Source: an optimization exercise on an open RTL-to-GDS flow (aim: small area and a short achievable clock period). Production flows keep margins and buffers that such runs may drop. Only simulation tests tie the RTL to the original design; equivalence was not proved. Power is estimated from default activity; no workload was simulated.

==> flow/design.v, too long to show whole: its modules and the start of the top module <==
// module fast_float_mult: 4887 lines
// module csa_fa: 4 lines
module fast_float_mult(clk, rst, i_cip, i_vstart, i_vector_length, i_v0, i_v1, i_v2, i_v3,
                       i_v4, i_v5, i_v6, i_v7, i_sj, i_sk, o_busy, o_result);
  // ...
==> flow/flow/run.sh <==
#!/bin/bash
# The standard layout (the standard.sh: unchanged synthesis and steps), with
# - plain buffers (buf_1, resized by the repair steps like any other cell) on the
#   ports instead of the delay buffers buffer_ports picks by default.
# Each ORFS step logs to orfs/logs/; make's own output goes to make.log here.
set -euo pipefail
bash standard.sh SETUP_SLACK_MARGIN=7.6 "BUFFER_PORTS_ARGS=-buffer_cell sky130_fd_sc_hd__buf_1" finish > make.log 2>&1
==> flow/standard.sh <==
#!/bin/bash
# synth_recipe.tcl (not shown) runs the flow's synth.tcl, then flattens the netlist and writes it again
# the make line also repeats each setting of config.mk as NAME=value (left out here)
make -C /OpenROAD-flow-scripts/flow DESIGN_CONFIG=/design/flow/config.mk WORK_HOME=/design/flow/orfs CLKGATE_MAP_FILE= SYNTH_SCRIPT=/design/flow/synth_recipe.tcl "${@:-finish}"
==> flow/config.mk <==
export PLATFORM = sky130hd
export DESIGN_NAME = fast_float_mult
export DESIGN_NICKNAME = fast_float_mult
export VERILOG_FILES = /design/flow/design.v
export SDC_FILE = /design/flow/constraint.sdc
export NUM_CORES = 4
export LEC_CHECK = 0
export ABC_AREA = 1
export CAP_MARGIN = 20
export CORE_MARGIN = 2
export CORE_UTILIZATION = 40
export PLACE_DENSITY = 0.6
export SLEW_MARGIN = 20
export SYNTH_HIERARCHICAL = 1
export SYNTH_MINIMUM_KEEP_SIZE = 0
==> flow/constraint.sdc <==
create_clock -name core_clock -period 11.0 [get_ports {clk}]
set_input_delay 2.2000 -clock core_clock [delete_from_list [all_inputs] [get_ports {clk}]]
set_output_delay 2.2000 -clock core_clock [all_outputs]
set_load 0.01 [all_outputs]
==> summary.txt, run 1 <==
min-delay src=res4[43]; reg2reg start=a_q[25]; Setup crit end kind=flip-flop; placed cells=11,800; drt drc=0; leading area contributor after synthesis=fa_1; Biggest Area Class=multi-input combinational cells; TritonCTS clock tree=built; Ys Warns=7; status=complete, no violations; CP max stage cell=fa_1; Data buffer area share=8.07%; WP data required=11,690 ps; wire length on met1=133,000 um; largest family of logic cells by synthesized area=adder cells; DRT Wirelength=426,000 um; Die H=458 um; setup TNS=0 ps; most used cell, CP=fa_1; Pins Over Slew Limit=0; n_taps=2,688; largest net degree at the start of global routing=62; ant diodes=89; slowest stage delay, CP=530 ps; Clock-cell share=4.11%; DR WL met3=69,800 um; FF+latch area=19,300 um2; I/O pins=731; first-pass GRT wire length=573,000 um; DRT antenna net count=0; FF-to-FF End=t1[230]; htree depth=3; DP Worst Slack=6240 ps; sequential cell area share=19.8%; async set-or-reset flop fraction in the synthesized netlist=0%; WP depth=8; CTS buffer count=108; fin nets=11,400
==> inputs of run 2 (changes only) <==
--- a/flow/flow/run.sh
+++ b/flow/flow/run.sh
@@ -6,2 +6,2 @@
 set -euo pipefail
-bash standard.sh SETUP_SLACK_MARGIN=7.6 "BUFFER_PORTS_ARGS=-buffer_cell sky130_fd_sc_hd__buf_1" finish > make.log 2>&1
+bash standard.sh SETUP_SLACK_MARGIN=7.35 "BUFFER_PORTS_ARGS=-buffer_cell sky130_fd_sc_hd__buf_1" finish > make.log 2>&1
==> run 2 against run 1 <==
Effect of this change:
- fmax decreased by 2.7%
- synthesized cell count unchanged
- combinational power decreased by 6%
- total power decreased by 5.0%
- design area decreased by 5.2%
- sequential share of layout area increased by 0.93 points
- clock skew increased by 64 ps
- critical endpoint is now t1[53]
==> summary.txt, run 2 <==
status=complete, no violations (unchanged); post-synthesis cell area=82,400 um2 (unchanged); RSZ-0062 raised after global routing=yes (unchanged); Slew @ Worst Pin=1380 ps (was 1410 ps); placed cell area=86,700 um2 (was 86,800 um2); Flop pwr share=17.2% (was 16.5%); DRT iter0 DRCs=10,700 (was 14,100); First-pass DRT Iterations=9 (was 15); most frequent cells in the layout=nand2_1, xor2_1, o22ai_1, fa_1, dfxtp_1 (was nand2_1, xor2_1, fa_1, o22ai_1, dfxtp_1); reg2reg start=a_q[0] (was a_q[25]); total track usage=37.2% (was 38.2%); DR WL/cell=33.0 um (was 34.8 um); worst-case clock buffer depth=3 (unchanged); CP Class=flip-flop to flip-flop (unchanged); Post-Synthesis Cells=9,009 (unchanged); crit path time final=3800 ps (was 3700 ps); TritonCTS clock tree=built (unchanged); DRT antenna net count=0 (unchanged); switching share of total power=50.4% (was 50.3%); Reg with most FFs=t1 (unchanged); leading area contributor after synthesis=fa_1 (unchanged); WP data required=11,620 ps (was 11,690 ps); FF-to-FF path depth=6 (was 8); Avg Cell Area, Syn=9.14 um2 (unchanged); Switch Pwr=20,100 uW (was 21,100 uW); antenna violations before repair=97 (was 108); ratio of cells with drive above 1 in the final layout=5.97% (was 12.2%); vias=76,500 (was 80,100); Root Buffer=clkbuf_16 (unchanged); first-pass GRT wire length=562,000 um (was 573,000 um); max reg flops=335 (unchanged); Synth top cells by count=nand2_1, xor2_1, o22ai_1 (unchanged); Pins Over Slew Limit=0 (unchanged); area share of the largest cell type after synthesis=27.0% (unchanged); CTS buffer count=106 (was 108); Post-Layout Inst Area=92,000 um2 (was 97,100 um2); vias in the first global route=77,700 (was 78,700); # fillers=19,600 (was 19,000); Seq/Total Area, Yosys=23.0% (unchanged); max-cap violation count=0 (unchanged); Area contributors post-synth=fa_1, dfxtp_1, xor2_1 (unchanged); commonest non-fill, non-tap cell in the layout=nand2_1 (unchanged); Die H=458 um (unchanged); footprint of the multi-input gates=57,900 um2 (was 59,700 um2); # port buffers=727 (unchanged); min-delay src=res5[44] (was res4[43]); FF+latch area=19,100 um2 (was 19,300 um2); Hold Vio Cnt, Final=0 (unchanged); drt drc=0 (unchanged); async set-or-reset flop fraction in the synthesized netlist=0% (unchanged); htree depth=3 (unchanged); Layout area overhead=11.7% (was 17.9%); largest net degree at the start of global routing=66 (was 62); Post-synth EDFFs=0 (unchanged); Max Clock Freq=263 MHz (was 270 MHz); Ys Warns=7 (unchanged); cell internal pwr=19,800 uW (was 20,900 uW); clock group share of total power=9.6% (was 9.7%); normalized max-slew margin=7.81% (was 5.98%); fin nets=11,300 (was 11,400); row cnt=166 (unchanged); unique cell type count in the Yosys netlist=59 (unchanged); Cell Pwr Density=433 nW/um2 (was 432 nW/um2); worst endpoint data arrival time=4420 ps (was 4390 ps); Clock Latency Late Sink=850 ps (was 840 ps); Hold Path Depth=0 (unchanged); GR Overflow Total=0 (unchanged); setup violators final=0 (unchanged); FF-to-FF setup slack=7200 ps (was 7300 ps); Clk pin slew, worst setup/hold paths=60 ps (was 70 ps); top flop regs=t1: 335 flops, rx: 68 flops, ry: 67 flops (unchanged); combinational share of power=73.2% (was 73.8%); crit-path max FO=26 (was 48); Main synth FF type=dfxtp_1 (unchanged); Setup crit end kind=flip-flop (unchanged); CTS Hold Bufs=0 (unchanged); most used standard cell by instance count after synthesis=nand2_1 (unchanged); Initial Util=40.3% (unchanged); Clock Sinks=946 (unchanged); Die Width=458 um (unchanged); FF-to-FF End=t1[53] (was t1[230]); GPL Wtd Cong=1.02 (was 1.04); worst hold path class=flip-flop to flip-flop (unchanged); Tcrit/Tclk final=34.6% (was 33.6%); skew final=104 ps (was 39.5 ps); Detail Placement HPWL=270,000 um (was 267,000 um); I/O pins=731 (unchanged); setup TNS=0 ps (unchanged); full die area=210,000 um2 (unchanged); VDD IR max=307 uV (was 294 uV); leakage power total=0.0398 uW (was 0.0416 uW); flops & latches, synth=946 (unchanged); Core ar.=205,000 um2 (unchanged); Vias/cell=6.32 (was 6.55); WHS Endpoint=res6[44] (was res5[43]); DRT Wirelength=400,000 um (was 426,000 um); CP startpoint kind=flip-flop (unchanged)
## run 2: Yosys stat by module (local to each module, per instance)
module	copies in the design	cell area [um2]	flip-flops and latches
fast_float_mult	1	60200	946
csa_fa	1109	20.0	0
## run 2: layer usage
metal / GRT usage [%] / routed length (um)
met5: 0.367 / 237
met4: 29.3 / 38600
met3: 15.8 / 57500
met2: 55.7 / 170000
met1: 41.7 / 133000
## run 2: layout make-up
type                            count  area share, %
Sequential cell                   946           20.8
Timing Repair inverter              3         0.0163
Tap cell                         2688           3.65
Clock inverter                     58          0.884
Antenna cell                       84          0.228
Clock buffer                      138           3.21
Inverter                          684           2.86
Multi-Input combinational cell   6598           62.9
Timing Repair Buffer              917           5.46
## run 2: metrics by stage
stage	total power [uW]	hold slack (ps)	utilization, %	worst slack [ps]	std cells
after floorplan	24300	310	-	7550	9032
after global placement	34200	313	42.4	6370	11800
after detailed placement	35000	312	42.4	6410	11800
after CTS	39100	269	44.7	7330	12000
after global routing	42900	270	45.0	7300	12100
final	39800	280	45.0	7200	12100
## run 2: how the worst max path moves through the flow
stage / from / endpoint / slack, ps / cells past startpoint
global placement: i_v2[22] / btwo[11] / 6370 / 9
floorplan: i_vector_length[2] / jsel[5] / 7550 / 11
finish: a_q[0] / t1[53] / 7200 / 6
global route: bneg[14] / t1[163] / 7300 / 6
detailed placement: i_sk[22] / btwo[11] / 6410 / 9
CTS: bneg[8] / t1[248] / 7330 / 7
## run 2: cell families after synthesis
family | Yosys count | synth area share (%)
AND/OR/NAND/NOR | 2129 | 11.2
AO/OA/AOI/OAI | 1754 | 13.7
buffers and inverters | 1488 | 6.95
adder cells (fa/ha/maj) | 1406 | 31.5
XOR/XNOR | 1283 | 13.6
flip-flops | 946 | 23.0
multiplexers | 2 | 0.0258
other | 1 | 0.00455
## run 2: power by group through the flow
stage          combinational (uW)  sequential, uW  clock (uW)
2_1_floorplan               17800            6520           0
3_3_place_gp                27300            6880           0
4_1_cts                     28300            6860        3870
6_report                    29200            6860        3810
5_1_grt                     31900            7010        4020
3_5_place_dp                28100            6920           0
## run 2: critical path: stages, from the launching register on
cell and delay, ps:
dfxtp_1 410, buf_12 280, nand2_1 240, xor2_1 1110, fa_1 620, fa_1 450
fa_1 450
## run 2: what timing repair did
action | CTS | global route
cloned | 3 | 0
pin swaps | 0 | 0
gates resized for setup | 189 | 112
setup buffers | 17 | 11
setup endpoints to repair | 274 | 125
==> inputs of run 3 (changes only) <==
==> flow/flow/run.sh (replaced) <==
#!/bin/bash
# The standard layout (the standard.sh, the same ORFS steps and scripts), with
# - ABC's area script mapping with amap (area-oriented mapper) instead of map:
#   ORFS's scripts are copied to scripts_amap/ here and only abc_area.script is
#   replaced by flow/abc_area.script (registers are mapped before ABC runs and
#   are not touched by it);
# - plain buffers (buf_1, resized by the repair steps like any other cell) on
#   the ports instead of the delay buffers buffer_ports picks by default.
# Each ORFS step logs to orfs/logs/; make's own output goes to make.log here.
set -euo pipefail
rm -rf scripts_amap
cp -r "$FLOW_HOME/scripts" scripts_amap
cp flow/abc_area.script scripts_amap/abc_area.script
bash standard.sh "SCRIPTS_DIR=$PWD/scripts_amap" SETUP_SLACK_MARGIN=7.6 \
  "BUFFER_PORTS_ARGS=-buffer_cell sky130_fd_sc_hd__buf_1" finish > make.log 2>&1
==> flow/flow/abc_area.script (new file) <==
strash
dch
amap
topo
stime -c
buffer -c
upsize -c
dnsize -c
--- a/flow/config.mk
+++ b/flow/config.mk
@@ -10,4 +10,4 @@
 export CORE_MARGIN = 2
-export CORE_UTILIZATION = 40
-export PLACE_DENSITY = 0.6
+export CORE_UTILIZATION = 55
+export PLACE_DENSITY = 0.7
 export SLEW_MARGIN = 20
==> run 3 against run 2 <==
Effect of this change:
- the run now fails in 5_1_grt
- area after synthesis decreased by 4.7%
- synthesized cell count fell by 0.23%
==> summary.txt, run 3 <==
Seq/Total Area, Yosys=24.1% (was 23.0%); CTS buffer count=102 (was 106); # port buffers=727 (unchanged); mux cell area share after synthesis=0% (was 0.0258%); Ys Warns=7 (unchanged); Detail Placement HPWL=268,000 um (was 270,000 um); async set-or-reset flop fraction in the synthesized netlist=0% (unchanged); most used standard cell by instance count after synthesis=nor2_1 (was nand2_1); Die H=382 um (was 458 um); CTS Hold Bufs=0 (unchanged); worst-case clock buffer depth=3 (unchanged); Root Buffer=clkbuf_16 (unchanged); Synth Area in Adders=33.1% (was 31.5%); post-synthesis cell area=78,500 um2 (was 82,400 um2); I/O pins=731 (unchanged); Synth top cells by count=nor2_1, a21oi_1, o22ai_1 (was nand2_1, xor2_1, o22ai_1); Simple-Gate Fraction of Synth Area=10.1% (was 11.2%); Post-Synthesis Cells=8,988 (was 9,009); area share of the largest cell type after synthesis=28.4% (was 27.0%); htree depth=3 (unchanged); Post-Synth XOR/XNOR Area=0.0446% (was 13.6%); Err=[ERROR GRT-0232] Routing congestion too high. Check the congestion heatmap in the GUI.; leading area contributor after synthesis=fa_1 (unchanged); unique cell type count in the Yosys netlist=63 (was 59); largest net degree at the start of global routing=76; Clock Sinks=946 (unchanged); flops & latches, synth=946 (unchanged); Exit stage=5_1_grt; Die Width=382 um (was 458 um); Post-synth EDFFs=0 (unchanged); Main synth FF type=dfxtp_1 (unchanged); status=aborted with a tool error (was complete, no violations); row cnt=138 (was 166); Initial Util=55.4% (was 40.3%); Synth Area in Compound Gates=25.8% (was 13.7%); Area contributors post-synth=fa_1, dfxtp_1, o22ai_1 (was fa_1, dfxtp_1, xor2_1); largest family of logic cells by synthesized area=adder cells (unchanged); GPL Wtd Cong=1.12 (was 1.02); Avg Cell Area, Syn=8.73 um2 (was 9.14 um2)
## run 3: cell types whose count changed after synthesis, sizes merged, moves of 101 or more
cell / delta
buf: -134
a21oi: +1078
nand3: -191
nand4: -150
a22o: -115
clkbuf: +239
xor2: -1245
nor2: +1297
inv: -172
a222oi: +308
nand2: -1212
a22oi: +101
## run 3: worst max path at each step
stage	startpoint	end	slack [ps]	cells after the start
after CTS	rx[64]	ph[39]	7510	14
after detailed placement	bneg[23]	t1[173]	6290	8
after global placement	bneg[23]	t1[194]	6260	8
after floorplan	i_vector_length[2]	jsel[5]	7610	8
## run 3: logic make-up after synthesis
kind of cell | after synthesis
AOI/OAI and AO/OA | 3249
and+or+nand+nor | 1958
buffers and inverters | 1424
adders and majority gates | 1406
DFF | 946
xor gates and xnor gates | 4
other | 1
## run 3: modules after synthesis, one instance, submodules excluded
module	cell area, um2	times used
csa_fa	20.0	1109
fast_float_mult	56300	1
## run 3: power by group through the flow
stage,Sequential [uW],Clock (uW),Combinational (uW)
2_1_floorplan,6310,0,14700
3_3_place_gp,6660,0,21400
3_5_place_dp,6720,0,22200
4_1_cts,6600,3900,23400
## run 3: per-stage QoR
stage | cells | area (um2) | utilization [%] | setup slack [ps]
after detailed placement | 10900 | 81500 | 57.6 | 6290
after global placement | 10900 | 81500 | 57.6 | 6260
after floorplan | 9011 | 78600 | - | 7610
after CTS | 11100 | 88500 | 62.5 | 7510
## run 3: repair_timing
action / CTS
buffers inserted: 69
gates resized for setup: 510
cloned: 11
setup endpoints to repair: 466
pin swaps: 15
==> inputs of run 4 (changes only) <==
--- a/flow/flow/run.sh
+++ b/flow/flow/run.sh
@@ -13,3 +13,3 @@
 cp flow/abc_area.script scripts_amap/abc_area.script
-bash standard.sh "SCRIPTS_DIR=$PWD/scripts_amap" SETUP_SLACK_MARGIN=7.6 \
+bash standard.sh "SCRIPTS_DIR=$PWD/scripts_amap" SETUP_SLACK_MARGIN=7.5 \
   "BUFFER_PORTS_ARGS=-buffer_cell sky130_fd_sc_hd__buf_1" finish > make.log 2>&1
--- a/flow/config.mk
+++ b/flow/config.mk
@@ -10,4 +10,4 @@
 export CORE_MARGIN = 2
-export CORE_UTILIZATION = 55
-export PLACE_DENSITY = 0.7
+export CORE_UTILIZATION = 40
+export PLACE_DENSITY = 0.6
 export SLEW_MARGIN = 20
==> run 4 against run 3 <==
Effect of this change:
- the run now finishes clean
- area after synthesis did not move
- synthesized cell count did not move
==> summary.txt, run 4 <==
FF-to-FF path depth=15; reg2reg start=ry[64]; crit-path max FO=4; Area contributors post-synth=fa_1, dfxtp_1, o22ai_1 (unchanged); ratio of cells with drive above 1 in the final layout=8.86%; CP Class=flip-flop to flip-flop; fin nets=11,300; Core ar.=195,000 um2; full die area=200,000 um2; DRT Wirelength=440,000 um; # port buffers=727 (unchanged); row cnt=162 (was 138); FF-to-FF setup slack=7330 ps; I/O pins=731 (unchanged); Die Width=447 um (was 382 um); Layout area overhead=15.9%; flops & latches, synth=946 (unchanged); first-pass GRT wire length=588,000 um; Reg with most FFs=t1; most frequent cells in the layout=nor2_1, a21oi_1, fa_1, o22ai_1, dfxtp_1; TritonCTS clock tree=built; vias in the first global route=80,300; Tcrit/Tclk final=33.4%; worst hold path class=flip-flop to flip-flop; max-cap violation count=0; Avg Cell Area, Syn=8.73 um2 (unchanged); setup TNS=0 ps; Clk pin slew, worst setup/hold paths=60 ps; Post-Synth XOR/XNOR Area=0.0446% (unchanged); largest net degree at the start of global routing=78; CTS buffer count=104 (was 102); Setup crit end kind=flip-flop; First-pass DRT Iterations=15; slowest stage delay, CP=430 ps; WP data required=11,710 ps; Main synth FF type=dfxtp_1 (unchanged); leakage power total=0.0346 uW; status=complete, no violations (was aborted with a tool error); setup violators final=0; Vias/cell=6.93; Initial Util=40.3% (was 55.4%); most used cell, CP=or3_4; Slew @ Worst Pin=1350 ps; largest family of logic cells by synthesized area=adder cells (unchanged); GPL Wtd Cong=1.05 (was 1.12); worst-case clock buffer depth=3 (unchanged); total track usage=41.5%; RSZ-0062 raised after global routing=yes; vias=83,500; unique cell type count in the Yosys netlist=63 (unchanged); DR WL/cell=36.5 um; DRT antenna net count=0; Seq/Total Area, Yosys=24.1% (unchanged); top flop regs=t1: 335 flops, rx: 68 flops, ry: 67 flops; min-delay src=t1[332]; sequence of cells on the critical path=inv_1 > ha_2 > or2_4 > or3_4 > or3_4 > or3_4 > or2_4 > or3_4 > o21ai_4 > buf_12 > buf_6 > a221o_1 > and2_4 > nor2_2 > a21oi_1; crit path time final=3670 ps; Buffers & Inverters on Critical Path=3; Ys Warns=7 (unchanged); WHS Endpoint=rx[94]; Synth Area in Compound Gates=25.8% (unchanged); FF-to-FF End=ph[47]; Die H=447 um (was 382 um); normalized max-slew margin=10.0%; commonest non-fill, non-tap cell in the layout=nor2_1; Clock Latency Late Sink=810 ps; GR Overflow Total=0; Clock Sinks=946 (unchanged); Synth top cells by count=nor2_1, a21oi_1, o22ai_1 (unchanged); CP startpoint kind=flip-flop; drt drc=0; max reg flops=335; skew final=49.5 ps; Hold Path Depth=0; Simple-Gate Fraction of Synth Area=10.1% (unchanged); Detail Placement HPWL=269,000 um (was 268,000 um); delay-heaviest family, CP=simple AND/OR/NAND/NOR gates; CP max stage cell=or3_4; leading area contributor after synthesis=fa_1 (unchanged); DRT iter0 DRCs=16,000; Hold Vio Cnt, Final=0; Cell Pwr Density=388 nW/um2; htree depth=3 (unchanged); Post-Synthesis Cells=8,988 (unchanged); total chip power=35,300 uW; async set-or-reset flop fraction in the synthesized netlist=0% (unchanged); Pins Over Slew Limit=0; Root Buffer=clkbuf_16 (unchanged); most used standard cell by instance count after synthesis=nor2_1 (unchanged); mux cell area share after synthesis=0% (unchanged); Max Clock Freq=272 MHz; Synth Area in Adders=33.1% (unchanged); area share of the largest cell type after synthesis=28.4% (unchanged); VDD IR max=194 uV; worst endpoint data arrival time=4380 ps; antenna violations before repair=130; post-synthesis cell area=78,500 um2 (unchanged); Post-synth EDFFs=0 (unchanged)
## run 4: worst max-delay path by stage
stage	startpoint	end	slack, ps	cells past startpoint
6_report	ry[64]	ph[47]	7330	15
4_1_cts	rx[64]	ph[47]	7430	15
3_3_place_gp	i_v5[36]	btwo[18]	6190	4
2_1_floorplan	i_vector_length[2]	jsel[5]	7510	8
3_5_place_dp	i_vstart	ksel[0]	6600	8
5_1_grt	ry[65]	ph[47]	7250	15
## run 4: cell type report
cell class	count	area [um2]
timing repair buffer	1026	7140
fill	18800	104000
multi-input combinational	6642	55500
sequential	946	19100
clock buffer	134	2880
antenna	113	283
clock inverter	59	821
inverter	515	2000
tap	2624	3280
## run 4: per-layer routing
metal,GRT usage (%),wire (um)
met4,37.8,51800
met2,58.7,177000
met1,45.7,141000
met3,19.6,70700
met5,0.586,679
## run 4: through the flow
step / utilization [%] / hold slack, ps / cell area (um2) / cells / worst slack (ps)
5_1_grt: 46.6 / 320 / 90900 / 12000 / 7250
6_report: 46.6 / 321 / 91000 / 12100 / 7330
3_5_place_dp: 42.4 / 312 / 82600 / 11600 / 6600
4_1_cts: 45.1 / 318 / 88000 / 11900 / 7430
2_1_floorplan: - / 310 / 78600 / 9011 / 7510
3_3_place_gp: 42.4 / 312 / 82600 / 11600 / 6190
## run 4: Yosys stat by module, one instance, submodules excluded
module           flip-flops and latches  copies in the design  cells  area [um2]
csa_fa                                0                  1109      1        20.0
fast_float_mult                     946                     1   7879       56300
## run 4: kinds of logic after synthesis
| logic type | after synthesis |
|---|---|
| fa+ha+maj | 1406 |
| flops | 946 |
| compound gates | 3249 |
| other cells | 1 |
| buf+inv | 1424 |
| simple gates | 1958 |
| xor+xnor | 4 |
## run 4: what timing repair did
action	in CTS	in global routing
endpoints found under the setup margin	384	229
pin swaps	8	41
setup buffers	43	64
hold endpoints to repair	0	0
hold buffers	0	0
cloned	1	17
gates resized for setup	283	431
## run 4: power breakdown
part | switching (uW) | internal [uW] | leakage [uW]
registers | 883 | 5660 | 0.00799
clock network | 1620 | 2140 | 0.00179
logic | 15000 | 9980 | 0.0248
total | 17500 | 17800 | 0.0346
==> inputs of run 5 (changes only) <==
--- a/flow/flow/run.sh
+++ b/flow/flow/run.sh
@@ -13,3 +13,3 @@
 cp flow/abc_area.script scripts_amap/abc_area.script
-bash standard.sh "SCRIPTS_DIR=$PWD/scripts_amap" SETUP_SLACK_MARGIN=7.5 \
+bash standard.sh "SCRIPTS_DIR=$PWD/scripts_amap" SETUP_SLACK_MARGIN=7.35 \
   "BUFFER_PORTS_ARGS=-buffer_cell sky130_fd_sc_hd__buf_1" finish > make.log 2>&1
==> run 5 against run 4 <==
Effect of this change:
- area after synthesis unchanged
- clock-buffer cell count is the same
- total power decreased by 2.2%
- cell count down 0.70%
- sequential cell count unchanged
- critical path depth is 8 lower
- setup slack worse by 130 ps
- combinational power down 4%
- non-clock buffer count decreased by 75
- largest power group unchanged
==> summary.txt, run 5 <==
status=complete, no violations (unchanged); setup TNS=0 ps (unchanged); normalized max-slew margin=15.1% (was 10.0%); Hold Vio Cnt, Final=0 (unchanged); Main synth FF type=dfxtp_1 (unchanged); CP startpoint kind=primary input (was flip-flop); CTS buffer count=104 (unchanged); Root Buffer=clkbuf_16 (unchanged); vias=82,100 (was 83,500); WHS Endpoint=rx[94] (unchanged); DRT iter0 DRCs=14,400 (was 16,000); Core ar.=195,000 um2 (unchanged); GPL Wtd Cong=1.05 (unchanged); antenna violations before repair=123 (was 130); top flop regs=t1: 335 flops, rx: 68 flops, ry: 67 flops (unchanged); WP data required=11,620 ps (was 11,710 ps); Detail Placement HPWL=269,000 um (unchanged); CTS Hold Bufs=0 (unchanged); Initial Util=40.3% (unchanged); FF-to-FF End=t1[104] (was ph[47]); Clock Sinks=946 (unchanged); max-cap violation count=0 (unchanged); leakage power total=0.0336 uW (was 0.0346 uW); post-synthesis cell area=78,500 um2 (unchanged); Vias/cell=6.85 (was 6.93); min-delay src=t1[332] (unchanged); crit-path max FO=2 (was 4); Max Clock Freq=263 MHz (was 272 MHz); worst endpoint data arrival time=4420 ps (was 4380 ps); Clk pin slew, worst setup/hold paths=60 ps (about the same); leading area contributor after synthesis=fa_1 (unchanged); Seq/Total Area, Yosys=24.1% (unchanged); FF-to-FF setup slack=7280 ps (was 7330 ps); Ys Warns=7 (unchanged); DR WL/cell=35.5 um (was 36.5 um); full die area=200,000 um2 (unchanged); unique cell type count in the Yosys netlist=63 (unchanged); Layout area overhead=12.8% (was 15.9%); GR Overflow Total=0 (unchanged); max reg flops=335 (unchanged); First-pass DRT Iterations=22 (was 15); most frequent cells in the layout=nor2_1, a21oi_1, o22ai_1, fa_1, dfxtp_1 (was nor2_1, a21oi_1, fa_1, o22ai_1, dfxtp_1); htree depth=3 (unchanged); area share of the largest cell type after synthesis=28.4% (unchanged); Reg with most FFs=t1 (unchanged); Clock Latency Late Sink=790 ps (was 810 ps); flops & latches, synth=946 (unchanged); Die H=447 um (unchanged); vias in the first global route=79,900 (was 80,300); crit path time final=3800 ps (was 3670 ps); commonest non-fill, non-tap cell in the layout=nor2_1 (unchanged); TritonCTS clock tree=built (unchanged); Setup crit end kind=flip-flop (unchanged); DRT Wirelength=425,000 um (was 440,000 um); first-pass GRT wire length=584,000 um (was 588,000 um); VDD IR max=194 uV (about the same); skew final=45.8 ps (was 49.5 ps); largest net degree at the start of global routing=78 (unchanged); Slew @ Worst Pin=1270 ps (was 1350 ps); setup violators final=0 (unchanged); Synth top cells by count=nor2_1, a21oi_1, o22ai_1 (unchanged); Area contributors post-synth=fa_1, dfxtp_1, o22ai_1 (unchanged); fin nets=11,200 (was 11,300); row cnt=162 (unchanged); FF-to-FF path depth=9 (was 15); worst hold path class=flip-flop to flip-flop (unchanged); reg2reg start=a_q[9] (was ry[64]); total track usage=41.0% (was 41.5%); async set-or-reset flop fraction in the synthesized netlist=0% (unchanged); Tcrit/Tclk final=34.5% (was 33.4%); ratio of cells with drive above 1 in the final layout=6.14% (was 8.86%); Avg Cell Area, Syn=8.73 um2 (unchanged); RSZ-0062 raised after global routing=yes (unchanged); non-filler instance count after layout=12,000 (was 12,100); Post-synth EDFFs=0 (unchanged); worst-case clock buffer depth=3 (unchanged); DRT antenna net count=0 (unchanged); # port buffers=727 (unchanged); Cell Pwr Density=390 nW/um2 (was 388 nW/um2); I/O pins=731 (unchanged); CP Class=primary input to flip-flop (was flip-flop to flip-flop); # fillers=19,000 (was 18,800); drt drc=0 (unchanged); Pins Over Slew Limit=0 (unchanged); most used standard cell by instance count after synthesis=nor2_1 (unchanged); Die Width=447 um (unchanged); placed cells=11,600 (unchanged); Hold Path Depth=0 (unchanged); Post-Synthesis Cells=8,988 (unchanged)
run 5: cell types whose count changed in the layout (fill, tap and decap cells not counted), sizes merged:
cell / before / now
buf: 987 / 938
clkbuf: 173 / 147
clkinv: 51 / 55
clkinvlp: 21 / 17
diode: 113 / 104
run 5: repair_timing:
item / 4_1_cts / 5_1_grt
pin swaps: 3 / 5
gates cloned: 0 / 2
resized for setup: 126 / 221
endpoints found under the setup margin: 310 / 235
setup buffers: 15 / 31
run 5: how the worst max path moves through the flow:
stage | endpoint | startpoint | cells after the start
CTS | t1[184] | btwo[13] | 9
finish | btwo[7] | i_v5[14] | 7
detailed placement | ksel[0] | i_vstart | 8
global route | res4[47] | ph[2] | 21
global placement | btwo[18] | i_v5[36] | 4
floorplan | jsel[5] | i_vector_length[2] | 8
run 5: final cells by class:
| class | instances | area, um2 | area share (%) |
|---|---|---|---|
| tap | 2624 | 3280 | 3.71 |
| inverter | 515 | 1980 | 2.24 |
| antenna | 104 | 260 | 0.294 |
| multi-input combinational | 6642 | 54700 | 61.8 |
| sequential | 946 | 19100 | 21.6 |
| clock inverter | 59 | 821 | 0.927 |
| clock buffer | 134 | 2880 | 3.25 |
| timing repair buffer | 951 | 5480 | 6.19 |
run 5: stage by stage:
stage	utilization, %	hold slack (ps)	power, uW	area [um2]	worst slack [ps]
2_1_floorplan	-	310	21000	78600	7510
3_3_place_gp	42.4	312	28800	82600	6190
3_5_place_dp	42.4	312	29300	82600	6600
4_1_cts	44.6	318	33400	87000	7350
5_1_grt	45.4	321	37100	88400	7310
6_report	45.4	321	34500	88500	7200
run 5: layer usage:
metal	global-route usage (%)	part of all wire, %
met4	37.2	11
met3	18.9	16
met2	58.4	41
met5	0.757	0.077
met1	45.6	32
run 5: worst max-delay path: stages:
cell and delay (ps):
buf_1 100, a222oi_1 1090, nand3_1 580, inv_1 180, nand2_1 80, o21ai_0 120
a21oi_1 60
run 5: power breakdown:
part | internal [uW] | leakage (uW) | switching, uW | total (uW)
Combinational | 9600 | 0.0238 | 14500 | 24100
Clock | 2140 | 0.00179 | 1610 | 3760
Sequential | 5660 | 0.00799 | 931 | 6590
run 5: per-module statistics from Yosys, one instance, submodules excluded:
module / copies in the design / area [um2]
fast_float_mult: 1 / 56300
csa_fa: 1109 / 20.0
run 5: kinds of logic after synthesis:
| family | share of synthesized area (%) |
|---|---|
| flops | 24.1 |
| simple gates | 10.1 |
| other cells | 0.00478 |
| xor+xnor | 0.0446 |
| fa+ha+maj | 33.1 |
| compound gates | 25.8 |
| buf+inv | 6.82 |
==> inputs of run 6 (changes only) <==
--- a/flow/config.mk
+++ b/flow/config.mk
@@ -11,2 +11,3 @@
 export CORE_UTILIZATION = 40
+export CTS_BUF_LIST = sky130_fd_sc_hd__clkbuf_8
 export PLACE_DENSITY = 0.6
==> run 6 against run 5 <==
Effect of this change:
- still clean
- non-clock buffer count up 12
- clock power up 1%
- routed wire length up 0.80%
- largest power group unchanged
==> summary.txt, run 6 <==
status=complete, no violations (unchanged); non-filler instance count after layout=12,100 (was 12,000); Cell Pwr Density=389 nW/um2 (was 390 nW/um2); Die H=447 um (unchanged); leading area contributor after synthesis=fa_1 (unchanged); most frequent cells in the layout=nor2_1, a21oi_1, o22ai_1, fa_1, dfxtp_1 (unchanged); min-delay src=side2[18] (was t1[332]); normalized max-slew margin=17.3% (was 15.1%); row cnt=162 (unchanged); GPL Wtd Cong=1.05 (unchanged); WP data required=11,890 ps (was 11,620 ps); flops & latches, synth=946 (unchanged); Vias/cell=6.83 (was 6.85); DRT antenna net count=0 (unchanged); I/O pins=731 (unchanged); commonest non-fill, non-tap cell in the layout=nor2_1 (unchanged); total track usage=41.3% (was 41.0%); setup TNS=0 ps (unchanged); fin nets=11,300 (was 11,200); Avg Cell Area, Syn=8.73 um2 (unchanged); first-pass GRT wire length=586,000 um (was 584,000 um); CTS buffer count=167 (was 104); Switch Pwr=17,200 uW (was 17,100 uW); crit-path max FO=31 (was 2); Post-synth EDFFs=0 (unchanged); antenna violations before repair=125 (was 123); async set-or-reset flop fraction in the synthesized netlist=0% (unchanged); Hold Vio Cnt, Final=0 (unchanged); Final Hold Slack=320 ps (was 321 ps); First-pass DRT Iterations=49 (was 22); Tcrit/Tclk final=33.4% (was 34.5%); # port buffers=727 (unchanged); ratio of cells with drive above 1 in the final layout=7.92% (was 6.14%); skew final=83.4 ps (was 45.8 ps); vias in the first global route=80,500 (was 79,900); Clock Sinks=946 (unchanged); TritonCTS clock tree=built (unchanged); GR Overflow Total=0 (unchanged); clock group share of total power=11.0% (was 10.9%); Initial Util=40.3% (unchanged); Synth top cells by count=nor2_1, a21oi_1, o22ai_1 (unchanged); Clk pin slew, worst setup/hold paths=70 ps (was 60 ps); Layout area overhead=13.7% (was 12.8%); Crit. Startpoint=bone[23] (was i_v5[14]); post-synthesis cell area=78,500 um2 (unchanged); Detail Placement HPWL=269,000 um (unchanged); Clock Latency Late Sink=1010 ps (was 790 ps); Reg with most FFs=t1 (unchanged); DRT Wirelength=428,000 um (was 425,000 um); Area contributors post-synth=fa_1, dfxtp_1, o22ai_1 (unchanged); Die Width=447 um (unchanged); Flop pwr share=19.0% (was 19.1%); drt drc=0 (unchanged); setup violators final=0 (unchanged); max reg flops=335 (unchanged); unique cell type count in the Yosys netlist=63 (unchanged); CTS Hold Bufs=0 (unchanged); RSZ-0062 raised after global routing=yes (unchanged); switching share of total power=49.5% (was 49.6%); Ys Warns=7 (unchanged); crit path time final=3680 ps (was 3800 ps); Core ar.=195,000 um2 (unchanged); area share of the largest cell type after synthesis=28.4% (unchanged); placed cells=11,600 (unchanged); DP Worst Slack=6600 ps (unchanged); Root Buffer=clkbuf_8 (was clkbuf_16); Pins Over Slew Limit=0 (unchanged); Main synth FF type=dfxtp_1 (unchanged); # fillers=19,000 (about the same); worst hold path class=flip-flop to flip-flop (unchanged); worst-case clock buffer depth=3 (unchanged); Setup crit end kind=flip-flop (unchanged); top flop regs=t1: 335 flops, rx: 68 flops, ry: 67 flops (unchanged); vias=82,600 (was 82,100); leakage power total=0.0342 uW (was 0.0336 uW); most used standard cell by instance count after synthesis=nor2_1 (unchanged); DRT iter0 DRCs=15,200 (was 14,400); full die area=200,000 um2 (unchanged); worst endpoint data arrival time=4570 ps (was 4420 ps); DR WL/cell=35.4 um (was 35.5 um); Post-Synthesis Cells=8,988 (unchanged); VDD IR max=173 uV (was 194 uV); final worst setup slack=7320 ps (was 7200 ps); largest net degree at the start of global routing=78 (unchanged); combinational share of power=70.1% (was 70.0%); reg2reg start=bone[23] (was a_q[9]); CP Class=flip-flop to flip-flop (was primary input to flip-flop); Slew @ Worst Pin=1240 ps (was 1270 ps); htree depth=4 (was 3); Max Clock Freq=272 MHz (was 263 MHz); cell internal pwr=17,500 uW (was 17,400 uW); CP startpoint kind=flip-flop (was primary input); Seq/Total Area, Yosys=24.1% (unchanged); max-cap violation count=0 (unchanged)
run 6: cell counts after synthesis:
No cell type changed its count.
run 6: kinds of logic after synthesis:
| kind of cell | Yosys count | synth area share, % |
|---|---|---|
| compound gates | 3249 | 25.8 |
| xor+xnor | 4 | 0.0446 |
| fa+ha+maj | 1406 | 33.1 |
| buf+inv | 1424 | 6.82 |
| flops | 946 | 24.1 |
| other cells | 1 | 0.00478 |
| simple gates | 1958 | 10.1 |
run 6: power by group through the flow:
stage / combinational [uW] / sequential, uW / clock [uW]
after floorplan: 14700 / 6310 / 0
after global placement: 22100 / 6640 / 0
after detailed placement: 22700 / 6680 / 0
after CTS: 23100 / 6590 / 3870
after global routing: 26600 / 6750 / 4010
final: 24300 / 6600 / 3810
run 6: per-module statistics from Yosys, one instance, submodules excluded:
module / copies in the design / flip-flops and latches / cells inside
csa_fa: 1109 / 0 / 1
fast_float_mult: 1 / 946 / 7879
run 6: timing repair:
item	4_1_cts	5_1_grt
setup endpoints to repair	377	286
gates cloned	0	3
gates resized for setup	211	265
buffers inserted	20	38
pin swaps	3	10
run 6: final timing paths:
path,endpoint,slack (ps),depth (start not counted)
min reg2reg,side3[18],320,0
max,t1[239],7320,9
max reg2reg,t1[239],7320,9
min,side3[18],320,0
run 6: through the flow:
| step | total power (uW) | cell area [um2] | util (%) |
|---|---|---|---|
| finish | 34700 | 89200 | 45.8 |
| global placement | 28800 | 82600 | 42.4 |
| floorplan | 21000 | 78600 | - |
| CTS | 33600 | 87500 | 44.9 |
| detailed placement | 29300 | 82600 | 42.4 |
| global route | 37400 | 89200 | 45.7 |
run 6: layout make-up:
| type | instances | area [um2] | share of cell area, % |
|---|---|---|---|
| Multi-Input combinational cell | 6641 | 54700 | 61.3 |
| Sequential cell | 946 | 19100 | 21.4 |
| Timing Repair Buffer | 963 | 5960 | 6.67 |
| Tap cell | 2624 | 3280 | 3.68 |
| Clock buffer | 198 | 2730 | 3.05 |
| Inverter | 515 | 1980 | 2.22 |
| Clock inverter | 102 | 1200 | 1.34 |
| Antenna cell | 107 | 268 | 0.300 |
run 6: routing by layer:
layer | global-route usage, % | routed length, um | up-vias
li1 | - | - | 32700
met1 | 45.7 | 138000 | 38800
met2 | 58.6 | 174000 | 8424
met3 | 19.5 | 67800 | 2579
met4 | 37.2 | 47500 | 48
met5 | 0.415 | 540 | -
run 6: worst max-delay path, stage by stage (launching register included):
cell	delay, ps
dfxtp_1	300
inv_1	50
buf_4	360
buf_6	390
o22ai_1	160
a21oi_1	350
fa_1	490
fa_1	420
fa_1	570
fa_1	410
==> inputs of run 7 (changes only) <==
--- a/flow/flow/run.sh
+++ b/flow/flow/run.sh
@@ -13,3 +13,3 @@
 cp flow/abc_area.script scripts_amap/abc_area.script
-bash standard.sh "SCRIPTS_DIR=$PWD/scripts_amap" SETUP_SLACK_MARGIN=7.35 \
+bash standard.sh "SCRIPTS_DIR=$PWD/scripts_amap" SETUP_SLACK_MARGIN=7.5 \
   "BUFFER_PORTS_ARGS=-buffer_cell sky130_fd_sc_hd__buf_1" finish > make.log 2>&1
--- a/flow/config.mk
+++ b/flow/config.mk
@@ -10,5 +10,4 @@
 export CORE_MARGIN = 2
-export CORE_UTILIZATION = 40
-export CTS_BUF_LIST = sky130_fd_sc_hd__clkbuf_8
-export PLACE_DENSITY = 0.6
+export CORE_UTILIZATION = 45
+export PLACE_DENSITY = 0.62
 export SLEW_MARGIN = 20
==> run 7 against run 6 <==
Effect of this change:
- utilization increased by 6.7 points
- routed wire length increased by 3.7%
- design area increased by 2.1%
- clock skew increased by 19 ps
- first-iteration DRC count increased by 9.3%
- critical path type unchanged
- largest cell class unchanged
- largest power group unchanged
==> summary.txt, run 7 <==
met2 Usage GRT=66.4% (was 58.6%); Initial Util=45.2% (was 40.3%); worst-case clock buffer depth=3 (unchanged); FF+latch area=19,100 um2 (about the same); setup TNS=0 ps (unchanged); normalized max-slew margin=13.0% (was 17.3%); CP startpoint kind=flip-flop (unchanged); ratio of cells with drive above 1 in the final layout=8.86% (was 7.92%); leakage power total=0.0349 uW (was 0.0342 uW); Cell Pwr Density=387 nW/um2 (was 389 nW/um2); Synth top cells by count=nor2_1, a21oi_1, o22ai_1 (unchanged); switching share of total power=49.4% (was 49.5%); Core ar.=174,000 um2 (was 195,000 um2); DRT iter0 DRCs=16,700 (was 15,200); Post-Synthesis Cells=8,988 (unchanged); Layout area overhead=16.0% (was 13.7%); First-pass DRT Iterations=15 (was 49); first-pass GRT wire length=598,000 um (was 586,000 um); RSZ-0062 raised after global routing=yes (unchanged); full die area=178,000 um2 (was 200,000 um2); grt peak-use layer=met2 (unchanged); Seq/Total Area, Yosys=24.1% (unchanged); Pins Over Slew Limit=0 (unchanged); GR Overflow Total=0 (unchanged); # fillers=16,000 (was 19,000); Die H=422 um (was 447 um); total track usage=47.0% (was 41.3%); largest net degree at the start of global routing=71 (was 78); met3 Usage GRT=21.9% (was 19.5%); Ys Warns=7 (unchanged); combinational share of power=69.9% (was 70.1%); setup violators final=0 (unchanged); max-cap violation count=0 (unchanged); CTS buffer count=108 (was 167); GPL Wtd Cong=1.04 (was 1.05); cell internal pwr=17,900 uW (was 17,500 uW); Vias/cell=7.16 (was 6.83); FF-to-FF path depth=9 (unchanged); status=complete, no violations (unchanged); Tcrit/Tclk final=33.1% (was 33.4%); DR WL/cell=37.7 um (was 35.4 um); Clock Sinks=946 (unchanged); crit-path max FO=25 (was 31); Main synth FF type=dfxtp_1 (unchanged); Hold Path Depth=0 (unchanged); most used standard cell by instance count after synthesis=nor2_1 (unchanged); Setup crit end kind=flip-flop (unchanged); Die Width=422 um (was 447 um); Avg Cell Area, Syn=8.73 um2 (unchanged); htree depth=3 (was 4); leading area contributor after synthesis=fa_1 (unchanged); max reg flops=335 (unchanged); Post-synth EDFFs=0 (unchanged); DRT antenna net count=0 (unchanged); Final Hold Slack=323 ps (was 320 ps); vias in the first global route=80,800 (was 80,500); vias=84,300 (was 82,600); met1 Usage GRT=52.3% (was 45.7%); drt drc=0 (unchanged); Root Buffer=clkbuf_16 (was clkbuf_8); Area contributors post-synth=fa_1, dfxtp_1, o22ai_1 (unchanged); antenna violations before repair=117 (was 125); post-synthesis cell area=78,500 um2 (unchanged); Max Clock Freq=274 MHz (was 272 MHz); Clock Latency Late Sink=840 ps (was 1010 ps); async set-or-reset flop fraction in the synthesized netlist=0% (unchanged); crit path time final=3650 ps (was 3680 ps); TritonCTS clock tree=built (unchanged); row cnt=153 (was 162); most frequent cells in the layout=nor2_1, a21oi_1, fa_1, o22ai_1, dfxtp_1 (was nor2_1, a21oi_1, o22ai_1, fa_1, dfxtp_1); I/O pins=731 (unchanged); commonest non-fill, non-tap cell in the layout=nor2_1 (unchanged); Hold Vio Cnt, Final=0 (unchanged); Flop pwr share=18.8% (was 19.0%); top flop regs=t1: 335 flops, rx: 68 flops, ry: 67 flops (unchanged); area share of the largest cell type after synthesis=28.4% (unchanged); VDD IR max=186 uV (was 173 uV); fin nets=11,300 (about the same); Switch Pwr=17,400 uW (was 17,200 uW); worst endpoint data arrival time=4270 ps (was 4570 ps); CP Class=flip-flop to flip-flop (unchanged); worst hold path class=flip-flop to flip-flop (unchanged); Detail Placement HPWL=271,000 um (was 269,000 um); skew final=103 ps (was 83.4 ps); unique cell type count in the Yosys netlist=63 (unchanged); Clk pin slew, worst setup/hold paths=60 ps (was 70 ps); Slew @ Worst Pin=1300 ps (was 1240 ps); WP data required=11,620 ps (was 11,890 ps); total chip power=35,300 uW (was 34,700 uW); Reg with most FFs=t1 (unchanged); DRT Wirelength=444,000 um (was 428,000 um); # port buffers=727 (unchanged); flops & latches, synth=946 (unchanged); footprint of the multi-input gates=55,300 um2 (was 54,700 um2); clock group share of total power=11.4% (was 11.0%)
## run 7: cell types whose count changed in the layout (fill, tap and decap cells not counted), sizes merged
cell	previous run	this run
buf	944	979
bufbuf	0	1
bufinv	19	16
clkbuf	217	184
clkinv	61	62
clkinvlp	15	21
diode	107	112
inv	522	490
nor2	1534	1535
## run 7: area by class of cell
class	count	share of cell area, %
clock inverters	73	1.17
diodes	112	0.308
flip-flops and latches	946	21.0
repair inverters	1	0.00550
clock buffers	132	3.21
well taps	2325	3.19
multi-input cells	6642	60.7
repair buffers	1032	8.24
inverters	515	2.23
## run 7: final timing paths
| check | startpoint | slack, ps | endpoint |
|---|---|---|---|
| worst min-delay path | res4[5] | 320 | res5[5] |
| worst max register to register | a_q[23] | 7350 | t1[88] |
| worst min register to register | res4[5] | 320 | res5[5] |
| worst max-delay path | a_q[23] | 7350 | t1[88] |
## run 7: per-module statistics from Yosys (local to each module, per instance)
module | cell area, um2 | cells
fast_float_mult | 56300 | 7879
csa_fa | 20.0 | 1
## run 7: layer usage
layer	wire, um	share of wire [%]
met5	569	0.13
met1	141000	32
met4	54500	12
met2	177000	40
met3	71100	16
## run 7: kinds of logic (layout without fill, tap and decap cells)
group	count (synthesis)	count (layout)	synth area share, %
flops	946	946	24.1
fa+ha+maj	1406	1406	33.1
other cells	1	136	0.00478
xor+xnor	4	4	0.0446
simple gates	1958	1959	10.1
compound gates	3249	3249	25.8
buf+inv	1424	1753	6.82
## run 7: worst max-delay path: stages (launching register included)
cell and delay [ps]:
dfxtp_1 390, clkinvlp_4 130, clkbuf_16 240, o22ai_2 280, nor2_1 70, a21oi_1 200
fa_1 470, fa_1 460, fa_1 630, fa_1 430
## run 7: what timing repair did
action	CTS	global route
resized for setup	280	408
buffers inserted	54	60
hold endpoints to repair	0	0
pin swaps	12	17
endpoints found under the setup margin	389	220
hold buffers	0	0
gates cloned	4	16
## run 7: through the flow
stage | util, % | setup WS [ps] | instance area [um2] | std cells
floorplan | - | 7510 | 78600 | 9011
global placement | 47.3 | 5820 | 82200 | 11300
detailed placement | 47.4 | 5840 | 82200 | 11300
CTS | 50.8 | 7500 | 88200 | 11600
global route | 52.4 | 7260 | 91000 | 11700
finish | 52.5 | 7350 | 91100 | 11800
## run 7: power by group through the flow
stage                     registers, uW  clock network (uW)  logic (uW)
final                              6630                4010       24600
after global routing               6770                4190       26800
after CTS                          6640                4030       23100
after detailed placement           6770                   0       22400
after global placement             6730                   0       21800
after floorplan                    6310                   0       14700

## static timing again, ports no longer ideal
The flow's constraints put no driver on any port. The routed layouts listed below were extracted and timed again, unchanged, in two steps.
Step 1: set_driving_cell puts a clkbuf_16 on clk and a buf_2 on each other input, an assumption about the parent block.
Step 2 adds t to the input delays and takes it off the output delays; t is the mean of the earliest and latest rising clock arrival at the registers after step 1. Input paths then give back, and output paths get back, about the clock's delay inside the block.
Three values: ideal, step 1, step 2; two values: the first two.
run | shift t [ns] | slack for setup (ns) | worst setup path after step 2
run 1 | 0.915 | 7.300 / 7.300 / 6.801 | input to register
run 2 | 0.901 | 7.198 / 7.198 / 6.518 | input to register
run 4 | 0.892 | 7.330 / 7.330 / 6.554 | input to register
run 5 | 0.875 | 7.202 / 7.279 / 6.406 | input to register
run 6 | 1.065 | 7.322 / 7.254 / 6.457 | input to register
run 7 | 0.891 | 7.354 / 7.354 / 6.624 | input to register
After both steps every run listed still meets setup and hold. The setup slack of run 6, which loses most, moves by -0.068 ns with the drivers and by -0.865 ns with both steps.
